What follows belongs to an exercise in optimizing a design on an open flow for small area; a production flow would make more cautious choices.
Only simulation tests tie the RTL to the original design; equivalence was not proved.
No driver is modelled on the clock port, so clocking that relies on it looks cheaper here than on a real chip.

File: flow/config.mk
export PLATFORM = sky130hd
export DESIGN_NAME = top
export DESIGN_NICKNAME = top
export VERILOG_FILES = /design/flow/design.v
export SDC_FILE = /design/flow/constraint.sdc
export NUM_CORES = 4
export LEC_CHECK = 0
export CAP_MARGIN = 20
export CORE_MARGIN = 2
export CORE_UTILIZATION = 40
export SLEW_MARGIN = 20
export SYNTH_HIERARCHICAL = 1
export SYNTH_MINIMUM_KEEP_SIZE = 0
File: flow/constraint.sdc
create_clock -name core_clock -period 12.0 [get_ports {clk}]
set_input_delay 2.4000 -clock core_clock [delete_from_list [all_inputs] [get_ports {clk}]]
set_output_delay 2.4000 -clock core_clock [all_outputs]
set_load 0.01 [all_outputs]
File: flow/design.v
module fa(
    input wire a,
    input wire b,
    input wire c,
    output wire s,
    output wire co
    );
    assign s = a ^ b ^ c;
    assign co = (a & b) | (a & c) | (b & c);
endmodule
module ha(
    input wire a,
    input wire b,
    output wire s,
    output wire co
    );
    assign s = a ^ b;
    assign co = a & b;
endmodule
module selx(
    input wire seln,
    input wire pn,
    input wire en,
    input wire r,
    output wire y
    );
    assign y = (~pn & ~seln) | (r & en);
endmodule
module xr(
    input wire a,
    input wire b,
    output wire y
    );
    assign y = a ^ b;
endmodule
module nr(
    input wire a,
    input wire b,
    output wire y
    );
    assign y = ~(a | b);
endmodule
module anb(
    input wire a,
    input wire b,
    output wire y
    );
    assign y = a & ~b;
endmodule
module selxp(
    input wire sel,
    input wire p,
    input wire en,
    input wire r,
    output wire y
    );
    assign y = (p & sel) | (r & en);
endmodule
module hold(
    input wire en,
    input wire enb,
    input wire d,
    input wire q,
    output wire y
    );
    assign y = (en & d) | (enb & q);
endmodule
module top(
    input wire clk,
    input wire reset,
    input wire [7:0] next_in,
    output reg [7:0] f
    );
    reg [3:0] st;
    reg [7:0] r0, r1, r2, r3;
    wire pb = ~st[3] & st[2];
    wire pd = st[3] & st[2];
    wire [7:0] a = r0;
    wire [7:0] b = next_in;
    wire t0 = ~(~(a[0] & b[1])) & ~(~(a[1] & b[0]));
    wire t1, t2;
    fa ut1 (~(a[0] & b[2]), ~(a[1] & b[1]), ~(a[2] & b[0]), t1, t2);
    wire t3 = t0 & ~(t1);
    wire t4, t5;
    fa ut4 (~(a[0] & b[3]), ~(a[1] & b[2]), ~(a[2] & b[1]), t4, t5);
    wire t6, t7;
    fa ut6 (~(a[3] & b[0]), t2, t4, t6, t7);
    wire t8 = t3 & ~(t6);
    wire t9, t10;
    fa ut9 (~(a[0] & b[4]), ~(a[1] & b[3]), ~(a[2] & b[2]), t9, t10);
    wire t11, t12;
    fa ut11 (~(a[3] & b[1]), ~(a[4] & b[0]), t5, t11, t12);
    wire t13, t14;
    fa ut13 (t9, t7, t11, t13, t14);
    wire t15 = t8 & ~(t13);
    wire t16, t17;
    fa ut16 (~(a[0] & b[5]), ~(a[1] & b[4]), ~(a[2] & b[3]), t16, t17);
    wire t18, t19;
    fa ut18 (~(a[3] & b[2]), ~(a[4] & b[1]), ~(a[5] & b[0]), t18, t19);
    wire t20, t21;
    fa ut20 (t10, t16, t18, t20, t21);
    wire t22, t23;
    fa ut22 (t12, t20, t14, t22, t23);
    wire t24 = t15 & ~(t22);
    wire t25, t26;
    fa ut25 (~(a[0] & b[6]), ~(a[1] & b[5]), ~(a[2] & b[4]), t25, t26);
    wire t27, t28;
    fa ut27 (~(a[3] & b[3]), ~(a[4] & b[2]), ~(a[5] & b[1]), t27, t28);
    wire t29, t30;
    fa ut29 (~(a[6] & b[0]), t17, t19, t29, t30);
    wire t31, t32;
    fa ut31 (t25, t27, t21, t31, t32);
    wire t33, t34;
    fa ut33 (t29, t31, t23, t33, t34);
    wire t35 = t24 & ~(t33);
    wire t36, t37;
    fa ut36 (~(a[1] & b[6]), ~(a[2] & b[5]), ~(a[3] & b[4]), t36, t37);
    wire t38, t39;
    fa ut38 (~(a[4] & b[3]), ~(a[5] & b[2]), ~(a[6] & b[1]), t38, t39);
    wire t40, t41;
    fa ut40 ((a[7] & b[0]), (a[0] & b[7]), t26, t40, t41);
    wire t42, t43;
    fa ut42 (t28, t36, t38, t42, t43);
    wire t44, t45;
    fa ut44 (t30, t40, t42, t44, t45);
    wire t46, t47;
    fa ut46 (t32, t44, t34, t46, t47);
    wire t48 = t35 & ~(t46);
    wire t49, t50;
    fa ut49 (~(a[2] & b[6]), ~(a[3] & b[5]), ~(a[4] & b[4]), t49, t50);
    wire t51, t52;
    fa ut51 (~(a[5] & b[3]), ~(a[6] & b[2]), (a[7] & b[1]), t51, t52);
    wire t53, t54;
    fa ut53 ((a[1] & b[7]), t37, t39, t53, t54);
    wire t55, t56;
    fa ut55 (t49, t51, t41, t55, t56);
    wire t57, t58;
    fa ut57 (t43, t53, t45, t57, t58);
    wire t59, t60;
    fa ut59 (t55, t57, t47, t59, t60);
    wire t61;
    xr ut61 (t48, t59, t61);
    wire t62;
    anb ut62 (t48, t59, t62);
    wire t63, t64;
    fa ut63 (~(a[3] & b[6]), ~(a[4] & b[5]), ~(a[5] & b[4]), t63, t64);
    wire t65, t66;
    fa ut65 (~(a[6] & b[3]), (a[7] & b[2]), (a[2] & b[7]), t65, t66);
    wire t67, t68;
    fa ut67 (t50, t63, t52, t67, t68);
    wire t69, t70;
    fa ut69 (t65, t54, t67, t69, t70);
    wire t71, t72;
    fa ut71 (t56, t69, t58, t71, t72);
    wire t73 = ~(t62);
    wire t74, t75;
    fa ut74 (t71, t60, t73, t74, t75);
    wire t76, t77;
    fa ut76 (~(a[4] & b[6]), ~(a[5] & b[5]), ~(a[6] & b[4]), t76, t77);
    wire t78, t79;
    fa ut78 ((a[7] & b[3]), (a[3] & b[7]), t64, t78, t79);
    wire t80, t81;
    fa ut80 (t76, t66, t78, t80, t81);
    wire t82, t83;
    fa ut82 (t68, t80, t70, t82, t83);
    wire t84, t85;
    fa ut84 (t82, t72, t75, t84, t85);
    wire t86;
    xr ut86 (t74, t84, t86);
    wire t87;
    nr ut87 (t74, t84, t87);
    wire t88, t89;
    fa ut88 (~(a[5] & b[6]), ~(a[6] & b[5]), (a[7] & b[4]), t88, t89);
    wire t90, t91;
    fa ut90 ((a[4] & b[7]), t77, t88, t90, t91);
    wire t92, t93;
    fa ut92 (t79, t90, t81, t92, t93);
    wire t94, t95;
    fa ut94 (t92, t83, t85, t94, t95);
    wire t96;
    xr ut96 (t87, t94, t96);
    wire t97;
    anb ut97 (t87, t94, t97);
    wire t98, t99;
    fa ut98 (~(a[6] & b[6]), (a[7] & b[5]), (a[5] & b[7]), t98, t99);
    wire t100, t101;
    fa ut100 (t89, t98, t91, t100, t101);
    wire t102, t103;
    fa ut102 (t100, t93, t95, t102, t103);
    wire t104;
    xr ut104 (t97, t102, t104);
    wire t105;
    anb ut105 (t97, t102, t105);
    wire t106, t107;
    fa ut106 ((a[7] & b[6]), (a[6] & b[7]), t99, t106, t107);
    wire t108, t109;
    fa ut108 (t106, t101, t103, t108, t109);
    wire t110;
    xr ut110 (t105, t108, t110);
    wire t111;
    anb ut111 (t105, t108, t111);
    wire t112, t113;
    fa ut112 (~(a[7] & b[7]), t107, t109, t112, t113);
    wire t114;
    xr ut114 (t111, t112, t114);
    wire t115;
    anb ut115 (t111, t112, t115);
    wire t116 = t113 ^ t115;
    wire pbn = ~pb;
    wire [7:0] x;
    wire [7:0] y = next_in ^ {8{pb}};
    selx u_x0 (pbn, t61, pd, r0[0], x[0]);
    selxp u_x1 (pb, t74, pd, r0[1], x[1]);
    selxp u_x2 (pb, t86, pd, r0[2], x[2]);
    selx u_x3 (pbn, t96, pd, r0[3], x[3]);
    selx u_x4 (pbn, t104, pd, r0[4], x[4]);
    selx u_x5 (pbn, t110, pd, r0[5], x[5]);
    selx u_x6 (pbn, t114, pd, r0[6], x[6]);
    selxp u_x7 (pb, t116, pd, r0[7], x[7]);
    genvar i;
    wire [7:0] sc;
    wire [7:0] nx;
    ha sa0 (x[0], y[0], nx[0], sc[0]);
    generate
        for (i = 1; i < 8; i = i + 1) begin : add
            fa sa (x[i], y[i], sc[i-1], nx[i], sc[i]);
        end
    endgenerate
    always @(posedge clk) begin
        r0 <= r1;
        r1 <= r2;
        r2 <= r3;
        r3 <= nx;
    end
    wire c = st[1] & ~st[0];
    always @(posedge clk or posedge reset)
        if (reset)
            st <= 4'b0000;
        else begin
            st[0] <= ~st[1];
            st[1] <= st[0];
            st[2] <= c ? ~(st[3] & st[2]) : st[2];
            st[3] <= c ? st[2] : st[3];
        end
    wire fen = st[3] & ~(st[2] ^ c);
    wire fenb = ~fen;
    wire [7:0] fd;
    generate
        for (i = 0; i < 8; i = i + 1) begin : fh
            hold u (fen, fenb, r1[i], f[i], fd[i]);
        end
    endgenerate
    always @(posedge clk or posedge reset)
        if (reset)
            f <= 8'd0;
        else
            f <= fd;
endmodule
File: flow/flow/run.sh
#!/bin/bash
# The standard layout (standard.sh), with these changes:
#  - the port buffers are the smallest buffer (buf_1) instead of the
#    resizer's default pick;
#  - CTS inserts no dummy loads, and after CTS flow/post_cts.tcl resizes
#    its buffers: a clkbuf_2 root, and clkbuf_8 leaves for leaves driving
#    more than 10 flip-flops, clkbuf_4 for the others.
#  - synthesis tells ABC that each output of a module drives 1 fF instead
#    of the platform's 5 (ABC_LOAD_IN_FF), so that the small kept modules
#    in rtl/adder.v are not mapped to oversized cells.
# Everything else (synthesis, floorplan, power grid, placement, routing)
# is the standard flow's. make's full output goes to standard.log; ORFS's
# per-step logs stay under orfs/logs/.
set -euo pipefail
export BUFFER_PORTS_ARGS="-buffer_cell sky130_fd_sc_hd__buf_1"
export CTS_ARGS="-sink_clustering_enable -repair_clock_nets -buf_list sky130_fd_sc_hd__clkbuf_4 -root_buf sky130_fd_sc_hd__clkbuf_4 -dont_use_dummy_load"
export POST_CTS_TCL="$PWD/flow/post_cts.tcl"
export CTS_ROOT_CELL=sky130_fd_sc_hd__clkbuf_2
export CTS_LEAF_BIG=sky130_fd_sc_hd__clkbuf_8
export CTS_LEAF_SMALL=sky130_fd_sc_hd__clkbuf_4
export CTS_LEAF_SPLIT=10
bash standard.sh ABC_LOAD_IN_FF=1 finish > standard.log 2>&1
File: flow/flow/post_cts.tcl
# Resize the clock tree that CTS built: the root buffer becomes
# $::env(CTS_ROOT_CELL); each leaf buffer becomes $::env(CTS_LEAF_BIG) if
# it drives more than $::env(CTS_LEAF_SPLIT) sinks, else
# $::env(CTS_LEAF_SMALL). The tree's shape and placement stay as CTS made
# them.
set block [ord::get_db_block]
set db [ord::get_db]
set clk_net [$block findNet clk]
set root ""
foreach it [$clk_net getITerms] {
  if { [$it isInputSignal] } { set root [$it getInst] }
}
if { $root eq "" } { error "post_cts: no clock root buffer" }
set root_out ""
foreach it [$root getITerms] {
  if { [$it isOutputSignal] } { set root_out [$it getNet] }
}
foreach it [$root_out getITerms] {
  if { ![$it isInputSignal] } { continue }
  set leaf [$it getInst]
  if { ![string match "sky130_fd_sc_hd__clkbuf_*" [[$leaf getMaster] getName]] } { continue }
  set n 0
  foreach lt [$leaf getITerms] {
    if { [$lt isOutputSignal] } {
      foreach st [[$lt getNet] getITerms] {
        if { [$st isInputSignal] } { incr n }
      }
    }
  }
  if { $n > $::env(CTS_LEAF_SPLIT) } { set cell $::env(CTS_LEAF_BIG) } else { set cell $::env(CTS_LEAF_SMALL) }
  $leaf swapMaster [$db findMaster $cell]
  puts "post_cts: leaf [$leaf getName] drives $n sinks: $cell"
}
$root swapMaster [$db findMaster $::env(CTS_ROOT_CELL)]
puts "post_cts: root [$root getName]: $::env(CTS_ROOT_CELL)"
detailed_placement
check_placement -verbose
estimate_parasitics -placement
File: flow/standard.sh
#!/bin/bash
# synth_recipe.tcl (not shown) runs the flow's synth.tcl, then flattens the netlist and writes it again
# the make line also repeats each setting of config.mk as NAME=value (left out here)
make -C /OpenROAD-flow-scripts/flow DESIGN_CONFIG=/design/flow/config.mk WORK_HOME=/design/flow/orfs CLKGATE_MAP_FILE= SYNTH_SCRIPT=/design/flow/synth_recipe.tcl "${@:-finish}"
==> key figures, run 1 <==
Status
  – Outcome: timing/DRC/antenna clean

Timing
  – RSZ-0062 raised after global routing: no
  – Sum Neg Setup Slack: 0 ns
  – Slew headroom: 0.4061
  – Final worst path period share: 0.7993
  – Setup-failing EPs final: 0
  – Final number of hold-violating endpoints: 0
  – Skew final: 0.02058 ns
  – Highest clock rate: 0.1043 GHz
  – Post-route worst setup slack: 2.408 ns
  – Worst-Margin Slew: 0.8816 ns
  – Crit path time final: roughly 9.6 ns
  – Slew Limit Fails: 0

Cells and area
  – # nets final: 304
  – Layout cells sized above 1: 0.03814
  – Syn-to-layout area delta: 5.903%
  – Layout fillers: 635
  – Diode count: 0
  – Area of the multi-input gates: 1775 sq um
  – Sequential cell area: 940.9 sq um

Clock network
  – CTS tree: yes
  – Count of clock tree sinks: 44
  – Clock Latency Late Sink: 0.36 ns
  – Clock slew at the register clock pins of the worst setup and hold paths: about 0.090 ns

Routing
  – Routed Antenna Nets: 0
  – Number of remaining DRC errors: 0
  – Initial DRT Pass Iterations: 4
  – Total Wirelength: roughly 4900 um
  – Wire per inst: 14.83 um
  – Vias per cell: around 4.8
  – DR vias: approximately 1,600
  – First DRT Iteration DRCs: 59

Floorplanning
  – Die Area: 7679 sq um
  – Core Footprint: 6794 sq um
  – Std cell rows: 30
  – Initial Util: 0.4118
  – Die width: 87.63 um
  – Ports: 18
  – Die extent in y: slightly below 90 um

Synth
  – Primary FF master, synth: dfxtp_1
  – Top-count cell post-synth: fa_1
  – Post-Synthesis Cells: between 200 and 250
  – Post-synth EDFFs: 0
  – Cell Area, Synth: 2798 sq um
  – Sequential share of the synthesized area: 0.3363
  – Synthesis Warnings: 7
  – Post-synth top area cell: fa_1
  – Mean Syn Cell Area: 12.32 sq um
  – Top cells by area, synth: fa_1 39%, dfxtp_1 23%, dfrtp_1 11%
  – Synthesized Nets: roughly 300
  – Share of the synthesized area in the top cell type: 0.3936
  – Commonest cells in the netlist: 55 x fa_1, 47 x nand2_1, 32 x dfxtp_1
  – Synth cell types: 28
  – Seq cells post-synth: 44
  – Ys async rst share: 0.2727

Setup path
  – Worst Path Buf+Inv: 2
  – Max Fanout on Critical Path: 9
  – Startpoint types: input port
  – Slowest CP cell: fa_1
  – CP Class: in2reg
  – Worst EP required: between 10 and 15 ns
  – Worst R2R Start: r0[2]
  – Worst-case reg-to-reg path depth: 20
  – Top cell by count, worst path: fa_1
  – CP peak stage delay: 0.52 ns
  – Data arrival time of the worst path: 9.82 ns
  – Worst r2r dst: r3[7]
  – Worst Setup SP: next_in[3]
  – CP cell instances: buf_1, nand2_1, fa_1, fa_1, fa_1, fa_1, fa_1, fa_1, fa_1, nor2b_1, inv_1, fa_1, fa_1, xor2_1, a22o_1, fa_1, fa_1, fa_1, fa_1, fa_1, fa_1
  – CP delay by family, top: adder cells
  – CP Capture Type: flop
  – FF-to-FF setup slack: approximately 4.3 ns

Place
  – # port buffers: 17
  – Final GP Congestion: approximately 0.81
  – Post-DP HPWL: 3727 um
  – Post-place setup slack: 2.014 ns

Min path
  – Hold Path Origin: r2[4]
  – Min-Delay Path Class: reg2reg
  – Hold path cells: 0
  – Worst hold path endpoint: r1[4]

Global routing
  – Vias in the first global route: ~1,700
  – First-pass GRT wire length: 8404 um
  – Total track usage: 0.1435
  – Largest net degree at the start of global routing: 15
  – GRT overflow: 0
  – Antenna violations before repair: 0

Flow run
  – Max Cap Viol: 0
==> sequential cells by signal, summed over array words and instances (netlist names) <==
register and count:
f 8, st 4, r2 8, r3 8
r1 8, r0 8
==> Yosys stat by module (local to each module, per instance) <==
| module | flops+latches | copies in the design | cells | cell area, sq um |
|---|---|---|---|---|
| selxp | 0 | 3 | 1 | 8.758 |
| hold | 0 | 8 | 1 | 8.758 |
| nr | 0 | 1 | 1 | 3.754 |
| anb | 0 | 5 | 1 | 6.256 |
| top | 44 | 1 | 143 | 1456 |
| ha | 0 | 1 | 1 | 12.51 |
| xr | 0 | 6 | 1 | 8.758 |
| selx | 0 | 5 | 1 | 8.758 |
| fa | 0 | 55 | 1 | 20.02 |
==> routing by layer <==
metal / vias to the layer above / part of all wire / global-route usage
met5: - / 0 / 0
met4: 0 / 0.012 / 0.03916
met2: 23 / 0.48 / 0.2328
met3: 7 / 0.024 / 0.02262
met1: 831 / 0.48 / 0.2022
li1: 728 / - / -
==> cells in the final DEF (no fill, tap or decap), drive strengths merged <==
cell	n
mux2	1
nor2b	6
fa	55
clkbuf	5
nor2	2
and2	16
inv	4
ha	1
nor3	1
xor2	7
buf	17
dfrtp	12
dfxtp	32
nor4b	1
nand2	47
o21a	1
nand2b	1
xnor2	8
a21oi	1
o21ai	1
and4b	1
o2bb2ai	5
a22o	11
==> logic make-up after synthesis <==
group,count (synthesis),synth area share
DFF,44,0.3363
muxes,1,0.004025
xor gates and xnor gates,15,0.04696
and+or+nand+nor,75,0.1292
buffers and inverters,17,0.02907
adders and majority gates,56,0.3980
AOI/OAI and AO/OA,19,0.05635
==> worst register-to-register path: stages, from the launching register on <==
cell and delay [ns]:
dfxtp_1 0.58, nand2_1 0.14, fa_1 0.47, fa_1 0.40
fa_1 0.42, fa_1 0.39, fa_1 0.40, fa_1 0.40
fa_1 0.47, nor2b_1 0.13, inv_1 0.06, fa_1 0.37
fa_1 0.48, xor2_1 0.18, a22o_1 0.25, fa_1 0.43
fa_1 0.38, fa_1 0.39, fa_1 0.39, fa_1 0.40
fa_1 0.43
==> area by class of cell <==
| type | count | share of cell area |
|---|---|---|
| Clock buffer | 5 | 0.01605 |
| Inverter | 4 | 0.005068 |
| Multi-Input combinational cell | 166 | 0.5992 |
| Sequential cell | 44 | 0.3176 |
| Tap cell | 96 | 0.04054 |
| Timing Repair Buffer | 17 | 0.02154 |
==> how the worst max path moves through the flow <==
stage,slack [ns],cells after the start,to
floorplan,2.57,21,r3[7]
global placement,2.16,21,r3[7]
detailed placement,2.01,21,r3[7]
global route,2.02,22,r3[7]
finish,2.41,21,r3[7]
==> per-stage QoR <==
step,hold slack (ns),util,cells,cell area (sq um)
6_report,0.3122,0.4361,332,2963
5_1_grt,0.3217,0.4361,332,2963
3_5_place_dp,0.3121,0.4291,327,2915
3_3_place_gp,0.3100,0.4291,327,2915
2_1_floorplan,0.3096,-,227,2798
==> run 2, diff against run 1 <==
--- a/flow/design.v
+++ b/flow/design.v
@@ -17,44 +17,27 @@
     assign s = a ^ b;
     assign co = a & b;
 endmodule
-module selx(
+module sxa(
+    input wire sel,
     input wire seln,
-    input wire pn,
     input wire en,
+    input wire enn,
+    input wire p,
     input wire r,
     output wire y
     );
-    assign y = (~pn & ~seln) | (r & en);
-endmodule
-module xr(
-    input wire a,
-    input wire b,
-    output wire y
-    );
-    assign y = a ^ b;
-endmodule
-module nr(
-    input wire a,
-    input wire b,
-    output wire y
-    );
-    assign y = ~(a | b);
-endmodule
-module anb(
-    input wire a,
-    input wire b,
-    output wire y
-    );
-    assign y = a & ~b;
-endmodule
-module selxp(
+    assign y = (p & sel) | (~r & ~enn);
+endmodule
+module sxb(
     input wire sel,
+    input wire seln,
+    input wire en,
+    input wire enn,
     input wire p,
-    input wire en,
     input wire r,
     output wire y
     );
-    assign y = (p & sel) | (r & en);
+    assign y = ~((p | seln) & (r | enn));
 endmodule
 module hold(
     input wire en,
@@ -138,10 +121,8 @@
     fa ut57 (t43, t53, t45, t57, t58);
     wire t59, t60;
     fa ut59 (t55, t57, t47, t59, t60);
-    wire t61;
-    xr ut61 (t48, t59, t61);
-    wire t62;
-    anb ut62 (t48, t59, t62);
+    wire t61 = t48 ^ t59;
+    wire t62 = t48 | ~(t59);
     wire t63, t64;
     fa ut63 (~(a[3] & b[6]), ~(a[4] & b[5]), ~(a[5] & b[4]), t63, t64);
     wire t65, t66;
@@ -165,58 +146,38 @@
     fa ut82 (t68, t80, t70, t82, t83);
     wire t84, t85;
     fa ut84 (t82, t72, t75, t84, t85);
-    wire t86;
-    xr ut86 (t74, t84, t86);
-    wire t87;
-    nr ut87 (t74, t84, t87);
+    wire t86, t87;
+    fa ut86 (~(a[5] & b[6]), ~(a[6] & b[5]), (a[7] & b[4]), t86, t87);
     wire t88, t89;
-    fa ut88 (~(a[5] & b[6]), ~(a[6] & b[5]), (a[7] & b[4]), t88, t89);
+    fa ut88 ((a[4] & b[7]), t77, t86, t88, t89);
     wire t90, t91;
-    fa ut90 ((a[4] & b[7]), t77, t88, t90, t91);
+    fa ut90 (t79, t88, t81, t90, t91);
     wire t92, t93;
-    fa ut92 (t79, t90, t81, t92, t93);
+    fa ut92 (t90, t83, t85, t92, t93);
     wire t94, t95;
-    fa ut94 (t92, t83, t85, t94, t95);
-    wire t96;
-    xr ut96 (t87, t94, t96);
-    wire t97;
-    anb ut97 (t87, t94, t97);
+    fa ut94 (~(a[6] & b[6]), (a[7] & b[5]), (a[5] & b[7]), t94, t95);
+    wire t96, t97;
+    fa ut96 (t87, t94, t89, t96, t97);
     wire t98, t99;
-    fa ut98 (~(a[6] & b[6]), (a[7] & b[5]), (a[5] & b[7]), t98, t99);
+    fa ut98 (t96, t91, t93, t98, t99);
     wire t100, t101;
-    fa ut100 (t89, t98, t91, t100, t101);
+    fa ut100 ((a[7] & b[6]), (a[6] & b[7]), t95, t100, t101);
     wire t102, t103;
-    fa ut102 (t100, t93, t95, t102, t103);
-    wire t104;
-    xr ut104 (t97, t102, t104);
-    wire t105;
-    anb ut105 (t97, t102, t105);
-    wire t106, t107;
-    fa ut106 ((a[7] & b[6]), (a[6] & b[7]), t99, t106, t107);
-    wire t108, t109;
-    fa ut108 (t106, t101, t103, t108, t109);
-    wire t110;
-    xr ut110 (t105, t108, t110);
-    wire t111;
-    anb ut111 (t105, t108, t111);
-    wire t112, t113;
-    fa ut112 (~(a[7] & b[7]), t107, t109, t112, t113);
-    wire t114;
-    xr ut114 (t111, t112, t114);
-    wire t115;
-    anb ut115 (t111, t112, t115);
-    wire t116 = t113 ^ t115;
+    fa ut102 (t100, t97, t99, t102, t103);
+    wire t104, t105;
+    fa ut104 (~(a[7] & b[7]), t101, t103, t104, t105);
     wire pbn = ~pb;
+    wire pdn = ~pd;
     wire [7:0] x;
-    wire [7:0] y = next_in ^ {8{pb}};
-    selx u_x0 (pbn, t61, pd, r0[0], x[0]);
-    selxp u_x1 (pb, t74, pd, r0[1], x[1]);
-    selxp u_x2 (pb, t86, pd, r0[2], x[2]);
-    selx u_x3 (pbn, t96, pd, r0[3], x[3]);
-    selx u_x4 (pbn, t104, pd, r0[4], x[4]);
-    selx u_x5 (pbn, t110, pd, r0[5], x[5]);
-    selx u_x6 (pbn, t114, pd, r0[6], x[6]);
-    selxp u_x7 (pb, t116, pd, r0[7], x[7]);
+    wire [7:0] y = next_in;
+    sxb u_x0 (pb, pbn, pd, pdn, t61, r0[0], x[0]);
+    sxa u_x1 (pb, pbn, pd, pdn, t74, r0[1], x[1]);
+    sxa u_x2 (pb, pbn, pd, pdn, t84, r0[2], x[2]);
+    sxa u_x3 (pb, pbn, pd, pdn, t92, r0[3], x[3]);
+    sxa u_x4 (pb, pbn, pd, pdn, t98, r0[4], x[4]);
+    sxa u_x5 (pb, pbn, pd, pdn, t102, r0[5], x[5]);
+    sxa u_x6 (pb, pbn, pd, pdn, t104, r0[6], x[6]);
+    sxb u_x7 (pb, pbn, pd, pdn, t105, r0[7], x[7]);
     genvar i;
     wire [7:0] sc;
     wire [7:0] nx;
==> run 2 against run 1 <==
  * Still clean on timing, DRC and antenna
  * Utilization up 0.52 points
  * Sequential cell count stayed put
  * Clock skew grew 0.0067 ns
  * Register-to-register slack gained 0.30 ns
  * Synthesized cell count is 13% lower
  * Synthesized area fell by 7.5%
  * Non-clock buffer count unchanged
  * Critical path depth fell by 2
  * Die area shrank 7.1%
  * Critical path type unchanged
  * Critical endpoint unchanged
==> key figures, run 2 <==
Status
  – Outcome: timing/DRC/antenna clean

Routing
  – First DRT Iteration DRCs: 53 (-10%)
  – Initial DRT Pass Iterations: 4 (unchanged)
  – Routed Antenna Nets: 0 (unchanged)
  – Vias per cell: 5.092 (+6.4%)
  – Total Wirelength: 4686 um (-4.8%)
  – Wire per inst: 15.94 um (+7.5%)
  – DR vias: 1,497 (-5.8%)
  – Number of remaining DRC errors: 0 (unchanged)

Place
  – Final GP Congestion: 0.8303 (+2.1%)
  – # port buffers: 17 (unchanged)
  – # placed instances: 289 (-12%)
  – Post-DP HPWL: 3635 um (-2.5%)

Flow run
  – Max Cap Viol: 0 (unchanged)

Setup path
  – Critical path endpoint: r3[7]
  – Worst Setup SP: next_in[1]
  – Data arrival time of the worst path: 9.50 ns (-0.32 ns)
  – CP Class: in2reg
  – Startpoint types: input port
  – Worst-case reg-to-reg path depth: 18 (-10%)
  – Worst R2R Start: r0[2]
  – Worst EP required: 12.22 ns (about the same)
  – Max Fanout on Critical Path: 8 (-1)
  – FF-to-FF setup slack: 4.64 ns (+0.30 ns)
  – Worst r2r dst: r3[7]
  – CP Capture Type: flop

Floorplanning
  – Std cell rows: 29 (-3.3%)
  – Core Footprint: 6314 sq um (-7.1%)
  – Die Area: 7131 sq um (-7.1%)
  – Die width: 84.45 um (-3.6%)
  – Ports: 18 (unchanged)
  – Die extent in y: 84.45 um (-3.6%)
  – Initial Util: 0.4100 (-0.001759)

Min path
  – Min-Delay Path Class: reg2reg
  – Hold path cells: 0 (unchanged)

Global routing
  – Vias in the first global route: 1,648 (-5.5%)
  – GRT overflow: 0 (unchanged)
  – Largest net degree at the start of global routing: 17 (+2)
  – Antenna violations before repair: 0 (unchanged)
  – Total track usage: 0.1452 (+0.001707)
  – First-pass GRT wire length: 7983 um (-5.0%)

Timing
  – Slew headroom: 0.2998 (-0.1062)
  – Slew Limit Fails: 0 (unchanged)
  – Final worst path period share: 0.7733 (-0.02599)
  – Skew final: 0.02724 ns (+0.006661 ns)
  – Setup-failing EPs final: 0 (unchanged)
  – Crit path time final: 9.280 ns (-0.3119 ns)
  – Sum Neg Setup Slack: 0 ns (unchanged)
  – Highest clock rate: 0.1078 GHz (+3.4%)
  – RSZ-0062 raised after global routing: no
  – Final number of hold-violating endpoints: 0 (unchanged)
  – Worst-Margin Slew: 1.039 ns (+0.1577 ns)

Synth
  – Sequential share of the synthesized area: 0.3635 (+0.02715)
  – Synth cell types: 22 (-21%)
  – Seq cells post-synth: 44 (unchanged)
  – Synthesis Warnings: 7 (unchanged)
  – Share of the synthesized area in the top cell type: 0.4253 (+0.03177)
  – Primary FF master, synth: dfxtp_1
  – Post-Synthesis Cells: 197 (-13%)
  – Commonest cells in the netlist: 55 x fa_1, 48 x nand2_1, 32 x dfxtp_1
  – Ys async rst share: 0.2727 (unchanged)
  – Mean Syn Cell Area: 13.14 sq um (+6.6%)
  – Post-synth top area cell: fa_1
  – Synthesized Nets: 264 (-9.9%)
  – Top cells by area, synth: fa_1 43%, dfxtp_1 25%, dfrtp_1 12%
  – Cell Area, Synth: 2589 sq um (-7.5%)
  – Post-synth EDFFs: 0 (unchanged)
  – Top-count cell post-synth: fa_1

Cells and area
  – Commonest cells after routing, fill and taps aside: 55 x fa_1, 48 x nand2_1, 32 x dfxtp_1
  – Most common cell after layout, fill and taps aside: fa_1
  – Syn-to-layout area delta: 7.636%
  – Non-Filler Instances: 294 (-11%)
  – Layout cells sized above 1: 0.03687 (-0.001269)
  – Layout fillers: 613 (-3.5%)
  – # nets final: 286 (-5.9%)
  – Diode count: 0 (unchanged)

Clock network
  – Count of clock tree sinks: 44 (unchanged)
  – CTS tree: yes
  – Clock slew at the register clock pins of the worst setup and hold paths: 0.08 ns (about the same)
  – Clock Latency Late Sink: 0.37 ns (about the same)
==> run 2: changes by cell type after synthesis, sizes merged, moves of 2 or more <==
cell    previous run  this run
xor2               7         0
nor2b              6         1
a22o              11         8
xnor2              8         0
clkbuf             6         0
buf                7         2
o22ai              0         2
==> run 2: kinds of logic after synthesis <==
family                     count (synthesis)  synth area share
AOI/OAI and AO/OA                         19           0.05896
muxes                                      1          0.004350
adders and majority gates                 57            0.4350
DFF                                       44            0.3635
buffers and inverters                      7           0.01112
and+or+nand+nor                           69            0.1271
==> run 2: layer usage <==
metal	GRT usage	vias to the layer above	routed length, um
li1	-	671	-
met1	0.2008	797	2221
met2	0.2410	25	2288
met3	0.02360	4	135
met4	0.03896	0	40
met5	0	-	0
==> run 2: metrics by stage <==
stage	util	cell area (sq um)	hold slack [ns]	setup WS [ns]
after floorplan	-	2589	0.3096	3.024
after global placement	0.4338	2739	0.3119	2.353
after detailed placement	0.4338	2739	0.3121	2.316
after global routing	0.4413	2786	0.3265	2.462
final	0.4413	2786	0.3121	2.720
==> run 2: layout make-up <==
type | count | area [sq um] | share of cell area
well taps | 77 | 96.34 | 0.03458
flip-flops and latches | 44 | 940.9 | 0.3377
clock buffers | 5 | 47.55 | 0.01706
inverters | 5 | 18.77 | 0.006736
repair buffers | 17 | 63.81 | 0.02290
multi-input cells | 146 | 1619 | 0.5811
==> run 2: worst min path at each step <==
stage,start,end
2_1_floorplan,r2[0],r1[0]
3_3_place_gp,r2[6],r1[6]
3_5_place_dp,r3[0],r2[0]
5_1_grt,r1[4],r0[4]
6_report,r2[5],r1[5]
==> run 2: critical path: stages <==
cell       delay [ns]
buf_1            0.38
nand2_1          0.19
fa_1             0.45
fa_1             0.43
fa_1             0.41
fa_1             0.38
fa_1             0.39
fa_1             0.39
fa_1             0.45
ha_1             0.22
fa_1             0.37
fa_1             0.39
fa_1             0.39
fa_1             0.39
fa_1             0.39
fa_1             0.44
o2bb2ai_1        0.15
fa_1             0.45
fa_1             0.42
==> run 2: modules after synthesis, one instance, submodules excluded <==
| module | flops+latches | cell area, sq um |
|---|---|---|
| top | 44 | 1340 |
| ha | 0 | 12.51 |
| sxb | 0 | 6.256 |
| sxa | 0 | 8.758 |
| fa | 0 | 20.02 |
| hold | 0 | 8.758 |
==> run 3, diff against run 2 <==
--- a/flow/design.v
+++ b/flow/design.v
@@ -101,83 +101,89 @@
     wire t38, t39;
     fa ut38 (~(a[4] & b[3]), ~(a[5] & b[2]), ~(a[6] & b[1]), t38, t39);
     wire t40, t41;
-    fa ut40 ((a[7] & b[0]), (a[0] & b[7]), t26, t40, t41);
+    fa ut40 (t26, t28, t36, t40, t41);
     wire t42, t43;
-    fa ut42 (t28, t36, t38, t42, t43);
+    fa ut42 (t38, t30, t40, t42, t43);
     wire t44, t45;
-    fa ut44 (t30, t40, t42, t44, t45);
+    fa ut44 (t32, t42, t34, t44, t45);
     wire t46, t47;
-    fa ut46 (t32, t44, t34, t46, t47);
-    wire t48 = t35 & ~(t46);
+    fa ut46 (~(a[7] & b[0]), ~(a[0] & b[7]), t35, t46, t47);
+    wire t48 = ~(t44) & t46;
     wire t49, t50;
     fa ut49 (~(a[2] & b[6]), ~(a[3] & b[5]), ~(a[4] & b[4]), t49, t50);
     wire t51, t52;
-    fa ut51 (~(a[5] & b[3]), ~(a[6] & b[2]), (a[7] & b[1]), t51, t52);
+    fa ut51 (~(a[5] & b[3]), ~(a[6] & b[2]), t37, t51, t52);
     wire t53, t54;
-    fa ut53 ((a[1] & b[7]), t37, t39, t53, t54);
+    fa ut53 (t39, t49, t41, t53, t54);
     wire t55, t56;
-    fa ut55 (t49, t51, t41, t55, t56);
+    fa ut55 (t51, t43, t53, t55, t56);
     wire t57, t58;
-    fa ut57 (t43, t53, t45, t57, t58);
-    wire t59, t60;
-    fa ut59 (t55, t57, t47, t59, t60);
-    wire t61 = t48 ^ t59;
-    wire t62 = t48 | ~(t59);
-    wire t63, t64;
-    fa ut63 (~(a[3] & b[6]), ~(a[4] & b[5]), ~(a[5] & b[4]), t63, t64);
-    wire t65, t66;
-    fa ut65 (~(a[6] & b[3]), (a[7] & b[2]), (a[2] & b[7]), t65, t66);
-    wire t67, t68;
-    fa ut67 (t50, t63, t52, t67, t68);
-    wire t69, t70;
-    fa ut69 (t65, t54, t67, t69, t70);
-    wire t71, t72;
-    fa ut71 (t56, t69, t58, t71, t72);
-    wire t73 = ~(t62);
-    wire t74, t75;
-    fa ut74 (t71, t60, t73, t74, t75);
-    wire t76, t77;
-    fa ut76 (~(a[4] & b[6]), ~(a[5] & b[5]), ~(a[6] & b[4]), t76, t77);
-    wire t78, t79;
-    fa ut78 ((a[7] & b[3]), (a[3] & b[7]), t64, t78, t79);
-    wire t80, t81;
-    fa ut80 (t76, t66, t78, t80, t81);
-    wire t82, t83;
-    fa ut82 (t68, t80, t70, t82, t83);
-    wire t84, t85;
-    fa ut84 (t82, t72, t75, t84, t85);
+    fa ut57 (~(a[7] & b[1]), ~(a[1] & b[7]), t47, t57, t58);
+    wire t59 = ~(t48);
+    wire t60, t61;
+    fa ut60 (t55, t45, t59, t60, t61);
+    wire t62 = t57 ^ t60;
+    wire t63 = t57 | ~(t60);
+    wire t64, t65;
+    fa ut64 (~(a[3] & b[6]), ~(a[4] & b[5]), ~(a[5] & b[4]), t64, t65);
+    wire t66, t67;
+    fa ut66 (~(a[6] & b[3]), t50, t64, t66, t67);
+    wire t68, t69;
+    fa ut68 (t52, t66, t54, t68, t69);
+    wire t70, t71;
+    fa ut70 (~(a[7] & b[2]), ~(a[2] & b[7]), t58, t70, t71);
+    wire t72, t73;
+    fa ut72 (t56, t68, t61, t72, t73);
+    wire t74 = ~(t72);
+    wire t75, t76;
+    fa ut75 (t63, t70, t74, t75, t76);
+    wire t77, t78;
+    fa ut77 (~(a[4] & b[6]), ~(a[5] & b[5]), ~(a[6] & b[4]), t77, t78);
+    wire t79, t80;
+    fa ut79 (t65, t77, t67, t79, t80);
+    wire t81, t82;
+    fa ut81 (~(a[7] & b[3]), ~(a[3] & b[7]), t71, t81, t82);
+    wire t83, t84;
+    fa ut83 (t79, t69, t73, t83, t84);
+    wire t85 = ~(t83);
     wire t86, t87;
-    fa ut86 (~(a[5] & b[6]), ~(a[6] & b[5]), (a[7] & b[4]), t86, t87);
+    fa ut86 (t81, t76, t85, t86, t87);
     wire t88, t89;
-    fa ut88 ((a[4] & b[7]), t77, t86, t88, t89);
+    fa ut88 (~(a[5] & b[6]), ~(a[6] & b[5]), t78, t88, t89);
     wire t90, t91;
-    fa ut90 (t79, t88, t81, t90, t91);
+    fa ut90 (~(a[7] & b[4]), ~(a[4] & b[7]), t82, t90, t91);
     wire t92, t93;
-    fa ut92 (t90, t83, t85, t92, t93);
-    wire t94, t95;
-    fa ut94 (~(a[6] & b[6]), (a[7] & b[5]), (a[5] & b[7]), t94, t95);
-    wire t96, t97;
-    fa ut96 (t87, t94, t89, t96, t97);
-    wire t98, t99;
-    fa ut98 (t96, t91, t93, t98, t99);
-    wire t100, t101;
-    fa ut100 ((a[7] & b[6]), (a[6] & b[7]), t95, t100, t101);
+    fa ut92 (t88, t80, t84, t92, t93);
+    wire t94 = ~(t92);
+    wire t95, t96;
+    fa ut95 (t90, t87, t94, t95, t96);
+    wire t97, t98;
+    fa ut97 (~(a[7] & b[5]), ~(a[5] & b[7]), t91, t97, t98);
+    wire t99, t100;
+    fa ut99 (~(a[6] & b[6]), t89, t93, t99, t100);
+    wire t101 = ~(t99);
     wire t102, t103;
-    fa ut102 (t100, t97, t99, t102, t103);
+    fa ut102 (t97, t96, t101, t102, t103);
     wire t104, t105;
-    fa ut104 (~(a[7] & b[7]), t101, t103, t104, t105);
+    fa ut104 (~(a[7] & b[6]), ~(a[6] & b[7]), t98, t104, t105);
+    wire t106 = ~(t100);
+    wire t107, t108;
+    fa ut107 (t106, t104, t103, t107, t108);
+    wire t109 = ~(~(a[7] & b[7]));
+    wire t110, t111;
+    fa ut110 (t109, t105, t108, t110, t111);
     wire pbn = ~pb;
     wire pdn = ~pd;
     wire [7:0] x;
     wire [7:0] y = next_in;
-    sxb u_x0 (pb, pbn, pd, pdn, t61, r0[0], x[0]);
-    sxa u_x1 (pb, pbn, pd, pdn, t74, r0[1], x[1]);
-    sxa u_x2 (pb, pbn, pd, pdn, t84, r0[2], x[2]);
-    sxa u_x3 (pb, pbn, pd, pdn, t92, r0[3], x[3]);
-    sxa u_x4 (pb, pbn, pd, pdn, t98, r0[4], x[4]);
-    sxa u_x5 (pb, pbn, pd, pdn, t102, r0[5], x[5]);
-    sxa u_x6 (pb, pbn, pd, pdn, t104, r0[6], x[6]);
-    sxb u_x7 (pb, pbn, pd, pdn, t105, r0[7], x[7]);
+    sxb u_x0 (pb, pbn, pd, pdn, t62, r0[0], x[0]);
+    sxb u_x1 (pb, pbn, pd, pdn, t75, r0[1], x[1]);
+    sxb u_x2 (pb, pbn, pd, pdn, t86, r0[2], x[2]);
+    sxb u_x3 (pb, pbn, pd, pdn, t95, r0[3], x[3]);
+    sxb u_x4 (pb, pbn, pd, pdn, t102, r0[4], x[4]);
+    sxb u_x5 (pb, pbn, pd, pdn, t107, r0[5], x[5]);
+    sxb u_x6 (pb, pbn, pd, pdn, t110, r0[6], x[6]);
+    sxa u_x7 (pb, pbn, pd, pdn, t111, r0[7], x[7]);
     genvar i;
     wire [7:0] sc;
     wire [7:0] nx;
==> run 3 against run 2 <==
  * Worst hold slack improved by 0.015 ns
  * Clock skew is 0.0042 ns lower
  * Critical path depth up 4
  * Register-to-register slack got worse by 1.0 ns
  * Sequential cell count stayed put
  * Synthesized area about the same
  * Sequential share of layout area increased by 0.35 points
  * Clock-buffer cell count unchanged
  * Via count grew 1.8%
  * Die area is essentially flat
  * Global-route usage up 0.49 points
==> key figures, run 3 <==
Status
  – Outcome: timing/DRC/antenna clean

Synth
  – Mean Syn Cell Area: 12.09 sq um (-8.0%)
  – Primary FF master, synth: dfxtp_1
  – Ys async rst share: 0.2727 (unchanged)
  – Seq cells post-synth: 44 (unchanged)
  – Top cells by area, synth: fa_1 43%, dfxtp_1 25%, dfrtp_1 12%
  – Synthesized Nets: 281 (+6.4%)
  – Post-synth top area cell: fa_1
  – Cell Area, Synth: 2587 sq um (about the same)
  – Top-count cell post-synth: nand2_1
  – Sequential share of the synthesized area: 0.3636 (about the same)
  – Post-Synthesis Cells: 214 (+8.6%)
  – Synthesis Warnings: 7 (unchanged)
  – Share of the synthesized area in the top cell type: 0.4255 (about the same)
  – Commonest cells in the netlist: 62 x nand2_1, 55 x fa_1, 32 x dfxtp_1
  – Synth cell types: 21 (-4.5%)
  – Post-synth EDFFs: 0 (unchanged)

Flow run
  – Max Cap Viol: 0 (unchanged)

Timing
  – RSZ-0062 raised after global routing: no
  – Skew final: 0.02308 ns (-0.004167 ns)
  – Slew Limit Fails: 0 (unchanged)
  – Highest clock rate: 0.09727 GHz (-9.7%)
  – Crit path time final: 10.28 ns (+1.001 ns)
  – Worst-Margin Slew: 0.9534 ns (-0.08584 ns)
  – Final worst path period share: 0.8567 (+0.08339)
  – Setup-failing EPs final: 0 (unchanged)
  – WHS: 0.3268 ns (+0.01469 ns)
  – Slew headroom: 0.3577 (+0.05783)
  – Final number of hold-violating endpoints: 0 (unchanged)
  – Sum Neg Setup Slack: 0 ns (unchanged)

Routing
  – Routed Antenna Nets: 0 (unchanged)
  – Vias per cell: 5.030 (-1.2%)
  – Total Wirelength: 4575 um (-2.4%)
  – Number of remaining DRC errors: 0 (unchanged)
  – Initial DRT Pass Iterations: 5 (+1)
  – Wire per inst: 15.10 um (-5.3%)
  – DR vias: 1,524 (+1.8%)
  – First DRT Iteration DRCs: 85 (+60%)

Min path
  – Hold Path Origin: r1[2]
  – Hold path cells: 0 (unchanged)
  – Min-Delay Path Class: reg2reg
  – Worst hold path endpoint: r0[2]

Global routing
  – Largest net degree at the start of global routing: 14 (-3)
  – Vias in the first global route: 1,710 (+3.8%)
  – First-pass GRT wire length: 8383 um (+5.0%)
  – Total track usage: 0.1501 (+0.004866)
  – Antenna violations before repair: 0 (unchanged)
  – GRT overflow: 0 (unchanged)

Setup path
  – CP Capture Type: flop
  – Worst r2r dst: r3[7]
  – CP Class: in2reg
  – Max Fanout on Critical Path: 9 (+1)
  – Startpoint types: input port
  – Data arrival time of the worst path: 10.50 ns (+1.00 ns)
  – Worst R2R Start: r0[2]
  – FF-to-FF setup slack: 3.60 ns (-1.04 ns)
  – Worst EP required: 12.22 ns (about the same)
  – Worst-case reg-to-reg path depth: 22 (+4)

Cells and area
  – Final design utilization: 0.4368 (-0.004558)
  – Commonest cells after routing, fill and taps aside: 62 x nand2_1, 55 x fa_1, 32 x dfxtp_1
  – Diode count: 0 (unchanged)
  – Layout cells sized above 1: 0.02655 (-0.01032)
  – Most common cell after layout, fill and taps aside: nand2_1
  – Syn-to-layout area delta: 6.576%
  – # nets final: 295 (+3.1%)

Clock network
  – Clock Latency Late Sink: 0.36 ns (about the same)
  – Count of clock tree sinks: 44 (unchanged)
  – Clock slew at the register clock pins of the worst setup and hold paths: 0.10 ns (+0.02 ns)
  – CTS tree: yes

Floorplanning
  – Die extent in y: 84.43 um (about the same)
  – Initial Util: 0.4098 (about the same)
  – Std cell rows: 29 (unchanged)
  – Ports: 18 (unchanged)
  – Core Footprint: 6314 sq um (unchanged)
  – Die width: 84.43 um (about the same)
  – Die Area: 7128 sq um (about the same)

Place
  – # port buffers: 17 (unchanged)
  – Final GP Congestion: 0.7517 (-9.5%)
  – Post-DP HPWL: 3642 um (+0.19%)
## run 3: changes by cell type after synthesis, moves of 5 or more
cell       previous run  this run
clkbuf_1              0        10
inv_1                 5        12
o2bb2ai_1             6         1
and2_0               14         1
nand2_1              48        62
o22ai_1               2         7
## run 3: how the worst max path moves through the flow
stage	start	endpoint
6_report	next_in[3]	r3[7]
5_1_grt	next_in[3]	r3[7]
2_1_floorplan	next_in[3]	r3[7]
3_5_place_dp	next_in[3]	r3[7]
3_3_place_gp	next_in[3]	r3[7]
## run 3: cell type report
type	instances	area (sq um)
Clock buffer	5	47.55
Timing Repair Buffer	17	63.81
Sequential cell	44	940.9
Inverter	12	45.04
Multi-Input combinational cell	148	1564
Tap cell	77	96.34
Fill cell	604	3556
## run 3: Yosys stat by module, one instance, submodules excluded
module	flops+latches	cells inside	times used
sxb	0	1	7
top	44	142	1
sxa	0	1	1
ha	0	1	1
fa	0	1	55
hold	0	1	8
## run 3: kinds of logic after synthesis
group	share of synthesized area
AOI/OAI and AO/OA	0.05416
buffers and inverters	0.03192
DFF	0.3636
adders and majority gates	0.4352
muxes	0.004352
and+or+nand+nor	0.1107
## run 3: critical path, cell delays in order
cell and delay [ns]:
buf_1 0.37, nand2_1 0.16, fa_1 0.51, fa_1 0.40, fa_1 0.42, fa_1 0.39, fa_1 0.42, or4b_1 0.46
nor3_1 0.25, fa_1 0.21, nand2b_1 0.07, fa_1 0.39, fa_1 0.49, inv_1 0.05, fa_1 0.39, fa_1 0.42
fa_1 0.42, fa_1 0.41, fa_1 0.39, fa_1 0.51, o22ai_1 0.10, fa_1 0.46, fa_1 0.42
## run 3: per-layer routing
| metal | global-route usage | up-vias | part of all wire |
|---|---|---|---|
| met1 | 0.2085 | 798 | 0.46 |
| met4 | 0.04329 | 0 | 0.0059 |
| met3 | 0.02163 | 2 | 0.035 |
| met5 | 0 | - | 0 |
| met2 | 0.2482 | 33 | 0.50 |
| li1 | - | 691 | - |
## run 3: through the flow
step	cell area, sq um	setup WS [ns]	instances
2_1_floorplan	2587	1.830	214
3_3_place_gp	2710	1.368	298
3_5_place_dp	2710	1.245	298
5_1_grt	2758	1.322	303
6_report	2758	1.719	303
==> run 4, diff against run 3 <==
--- a/flow/design.v
+++ b/flow/design.v
@@ -26,7 +26,7 @@
     input wire r,
     output wire y
     );
-    assign y = (p & sel) | (~r & ~enn);
+    assign y = (p & ~seln) | (~r & ~enn);
 endmodule
 module sxb(
     input wire sel,
@@ -38,6 +38,48 @@
     output wire y
     );
     assign y = ~((p | seln) & (r | enn));
+endmodule
+module xr(
+    input wire a,
+    input wire b,
+    output wire y
+    );
+    assign y = a ^ b;
+endmodule
+module nr(
+    input wire a,
+    input wire b,
+    output wire y
+    );
+    assign y = ~(a | b);
+endmodule
+module nd(
+    input wire a,
+    input wire b,
+    output wire y
+    );
+    assign y = ~(a & b);
+endmodule
+module o2(
+    input wire a,
+    input wire b,
+    output wire y
+    );
+    assign y = a | b;
+endmodule
+module anb(
+    input wire a,
+    input wire b,
+    output wire y
+    );
+    assign y = a & ~b;
+endmodule
+module onb(
+    input wire a,
+    input wire b,
+    output wire y
+    );
+    assign y = a | ~b;
 endmodule
 module hold(
     input wire en,
@@ -122,8 +164,10 @@
     wire t59 = ~(t48);
     wire t60, t61;
     fa ut60 (t55, t45, t59, t60, t61);
-    wire t62 = t57 ^ t60;
-    wire t63 = t57 | ~(t60);
+    wire t62;
+    xr ut62 (t57, t60, t62);
+    wire t63;
+    onb ut63 (t57, t60, t63);
     wire t64, t65;
     fa ut64 (~(a[3] & b[6]), ~(a[4] & b[5]), ~(a[5] & b[4]), t64, t65);
     wire t66, t67;
==> run 4 against run 3 <==
  * Cell count shrank 0.99%
  * Worst hold slack lost 0.0054 ns
  * Largest cell class unchanged
  * Critical path depth unchanged
  * Synthesized area down 0.63%
  * Die area is 0.60% lower
  * Routed wire length is 0.15% higher
==> key figures, run 4 <==
Status
  – Outcome: timing/DRC/antenna clean

Cells and area
  – Most common cell after layout, fill and taps aside: nand2_1
  – Commonest cells after routing, fill and taps aside: 62 x nand2_1, 55 x fa_1, 32 x dfxtp_1
  – Layout cells sized above 1: 0.02691 (+0.0003572)
  – Layout fillers: 585 (-3.1%)
  – Final design utilization: 0.4367 (about the same)
  – # nets final: 291 (-1.4%)
  – Final std cell area, no fill: 2741 sq um (-0.59%)
  – Diode count: 0 (unchanged)
  – Syn-to-layout area delta: 6.618% (about the same)

Synth
  – Synthesized Nets: 277 (-1.4%)
  – Synthesis Warnings: 7 (unchanged)
  – Post-Synthesis Cells: 211 (-1.4%)
  – Cell Area, Synth: 2571 sq um (-0.63%)
  – Mean Syn Cell Area: 12.19 sq um (+0.78%)

Global routing
  – Antenna violations before repair: 0 (unchanged)
  – Largest net degree at the start of global routing: 15 (+1)
  – Total track usage: 0.1492 (-0.0009240)
  – GRT overflow: 0 (unchanged)
  – First-pass GRT wire length: 8321 um (-0.74%)
  – Vias in the first global route: 1,720 (+0.58%)

Timing
  – Skew final: 0.02521 ns (+0.002129 ns)
  – Final worst path period share: 0.8673 (+0.01057)
  – Worst-Margin Slew: 0.9522 ns (-0.001185 ns)
  – Crit path time final: 10.41 ns (+0.1268 ns)
  – RSZ-0062 raised after global routing: no
  – Sum Neg Setup Slack: 0 ns (unchanged)
  – Slew Limit Fails: 0 (unchanged)
  – Final number of hold-violating endpoints: 0 (unchanged)
  – Highest clock rate: 0.09609 GHz (-1.2%)
  – Setup-failing EPs final: 0 (unchanged)
  – Slew headroom: 0.3585 (+0.0007980)

Setup path
  – CP peak stage delay: 0.50 ns (about the same)
  – Worst Path Buf+Inv: 2 (unchanged)
  – CP Class: in2reg
  – Worst-case reg-to-reg path depth: 22 (unchanged)
  – Data arrival time of the worst path: 10.62 ns (+0.12 ns)
  – Worst R2R Start: r0[1]
  – Max Fanout on Critical Path: 9 (unchanged)
  – FF-to-FF setup slack: 3.50 ns (-0.10 ns)
  – Worst EP required: 12.22 ns (about the same)
  – CP cell instances: buf_1, nand2_1, fa_1, fa_1, fa_1, fa_1, fa_1, or4_1, nor4_1, fa_1, nand2b_1, fa_1, fa_1, inv_1, fa_1, fa_1, fa_1, fa_1, fa_1, o22ai_1, fa_1, fa_1, fa_1
  – CP delay by family, top: adder cells
  – Worst Setup SP: next_in[3]
  – Critical path endpoint: r3[7]
  – CP Capture Type: flop
  – Worst r2r dst: r3[7]
  – Top cell by count, worst path: fa_1
  – WP depth: 23 (unchanged)
  – Slowest CP cell: fa_1
  – Startpoint types: input port

Min path
  – Min-Delay Path Class: reg2reg
  – Hold Path Origin: r3[3]

Place
  – Post-DP HPWL: 3594 um (-1.3%)
  – Post-Place Cell Area: 2694 sq um (-0.60%)
  – # port buffers: 17 (unchanged)
  – Final GP Congestion: 0.7932 (+5.5%)

Routing
  – DR vias: 1,501 (-1.5%)
  – Wire per inst: 15.27 um (+1.2%)
  – Routed Antenna Nets: 0 (unchanged)
  – Initial DRT Pass Iterations: 4 (-1)
  – Number of remaining DRC errors: 0 (unchanged)
  – Total Wirelength: 4582 um (+0.15%)
  – First DRT Iteration DRCs: 33 (-61%)
  – Vias per cell: 5.003 (-0.52%)

Clock network
  – Clock Latency Late Sink: 0.36 ns (about the same)
  – CTS tree: yes
  – Count of clock tree sinks: 44 (unchanged)
  – Clock slew at the register clock pins of the worst setup and hold paths: 0.10 ns (about the same)

Floorplanning
  – Std cell rows: 29 (unchanged)
  – Core Footprint: 6277 sq um (-0.57%)
  – Ports: 18 (unchanged)
  – Die extent in y: 84.18 um (-0.30%)
  – Die Area: 7085 sq um (-0.60%)
  – Die width: 84.18 um (-0.30%)
  – Initial Util: 0.4096 (about the same)

Flow run
  – Max Cap Viol: 0 (unchanged)
-- run 4: cell count changes in the layout (fill, tap and decap cells not counted) --
| cell | before | now |
|---|---|---|
| o22ai_1 | 7 | 8 |
| ha_1 | 2 | 1 |
| o2bb2ai_1 | 1 | 0 |
| nor2_1 | 2 | 1 |
| or4_1 | 0 | 1 |
| or4b_1 | 1 | 0 |
| nor3_1 | 1 | 0 |
| xor2_1 | 0 | 1 |
| nor4_1 | 0 | 1 |
| nand2b_1 | 2 | 3 |
| inv_1 | 12 | 9 |
-- run 4: area by class of cell --
type / instances / area (sq um) / area share
Sequential cell: 44 / 940.9 / 0.3432
Clock buffer: 5 / 47.55 / 0.01734
Multi-Input combinational cell: 148 / 1559 / 0.5687
Inverter: 9 / 33.78 / 0.01232
Timing Repair Buffer: 17 / 63.81 / 0.02328
Tap cell: 77 / 96.34 / 0.03514
-- run 4: worst min-delay path by stage --
stage	to	cells after the start
after floorplan	r1[0]	0
after global placement	r2[6]	0
after detailed placement	r1[1]	0
after global routing	r2[3]	0
final	r2[3]	0
-- run 4: per-layer routing --
metal	up-vias	track usage	routed length [um]
met5	-	0	0
met4	0	0.03079	46
met3	4	0.02753	100
met2	23	0.2431	2263
met1	793	0.2116	2171
li1	681	-	-
-- run 4: per-stage QoR --
| stage | setup slack [ns] | cells | hold slack (ns) |
|---|---|---|---|
| after global routing | 1.204 | 300 | 0.3334 |
| after detailed placement | 1.167 | 295 | 0.3121 |
| after floorplan | 1.756 | 211 | 0.3096 |
| final | 1.593 | 300 | 0.3213 |
| after global placement | 1.268 | 295 | 0.3098 |
-- run 4: worst reg2reg max path, cell delays in order (launching register included) --
cell and delay [ns]:
dfxtp_1 0.55, nand2_1 0.17, fa_1 0.44, fa_1 0.43, fa_1 0.42, fa_1 0.38, fa_1 0.43, or4_1 0.50
nor4_1 0.34, fa_1 0.24, nand2b_1 0.07, fa_1 0.38, fa_1 0.49, inv_1 0.05, fa_1 0.38, fa_1 0.43
fa_1 0.43, fa_1 0.41, fa_1 0.49, o22ai_1 0.10, fa_1 0.46, fa_1 0.39, fa_1 0.42

## port drivers added, routing unchanged
In the flow no input, the clock included, has a driving cell. The finished layouts below were timed again as built, in two steps.
Step 1, drivers: a clkbuf_16 drives clk and a buf_2 each remaining input, both assumed.
Step 2 moves the port delays by t, midway between the first and last clock arrival at a register: inputs arrive t later, outputs are due t later. That takes back most of the time a late clock gives input paths.
Three values: ideal ports, drivers, drivers and shift; two values: the first two.
run	t, ns	slack for setup (ns)	worst hold slack (ns)	worst setup path after step 2	cell pins on the clock port's net
run 1	0.367	2.408 / 2.408 / 2.041	0.312 / 0.312 / 0.312	input to register	1
run 2	0.371	2.720 / 2.711 / 2.340	0.312 / 0.312 / 0.312	input to register	1
run 3	0.368	1.719 / 1.703 / 1.335	0.327 / 0.327 / 0.327	input to register	1
run 4	0.363	1.593 / 1.574 / 1.211	0.321 / 0.321 / 0.321	input to register	1
After both steps every run listed still meets setup and hold. For run 3, which loses most, drivers alone change the setup slack by -0.016 ns; drivers and shift together by -0.384 ns.
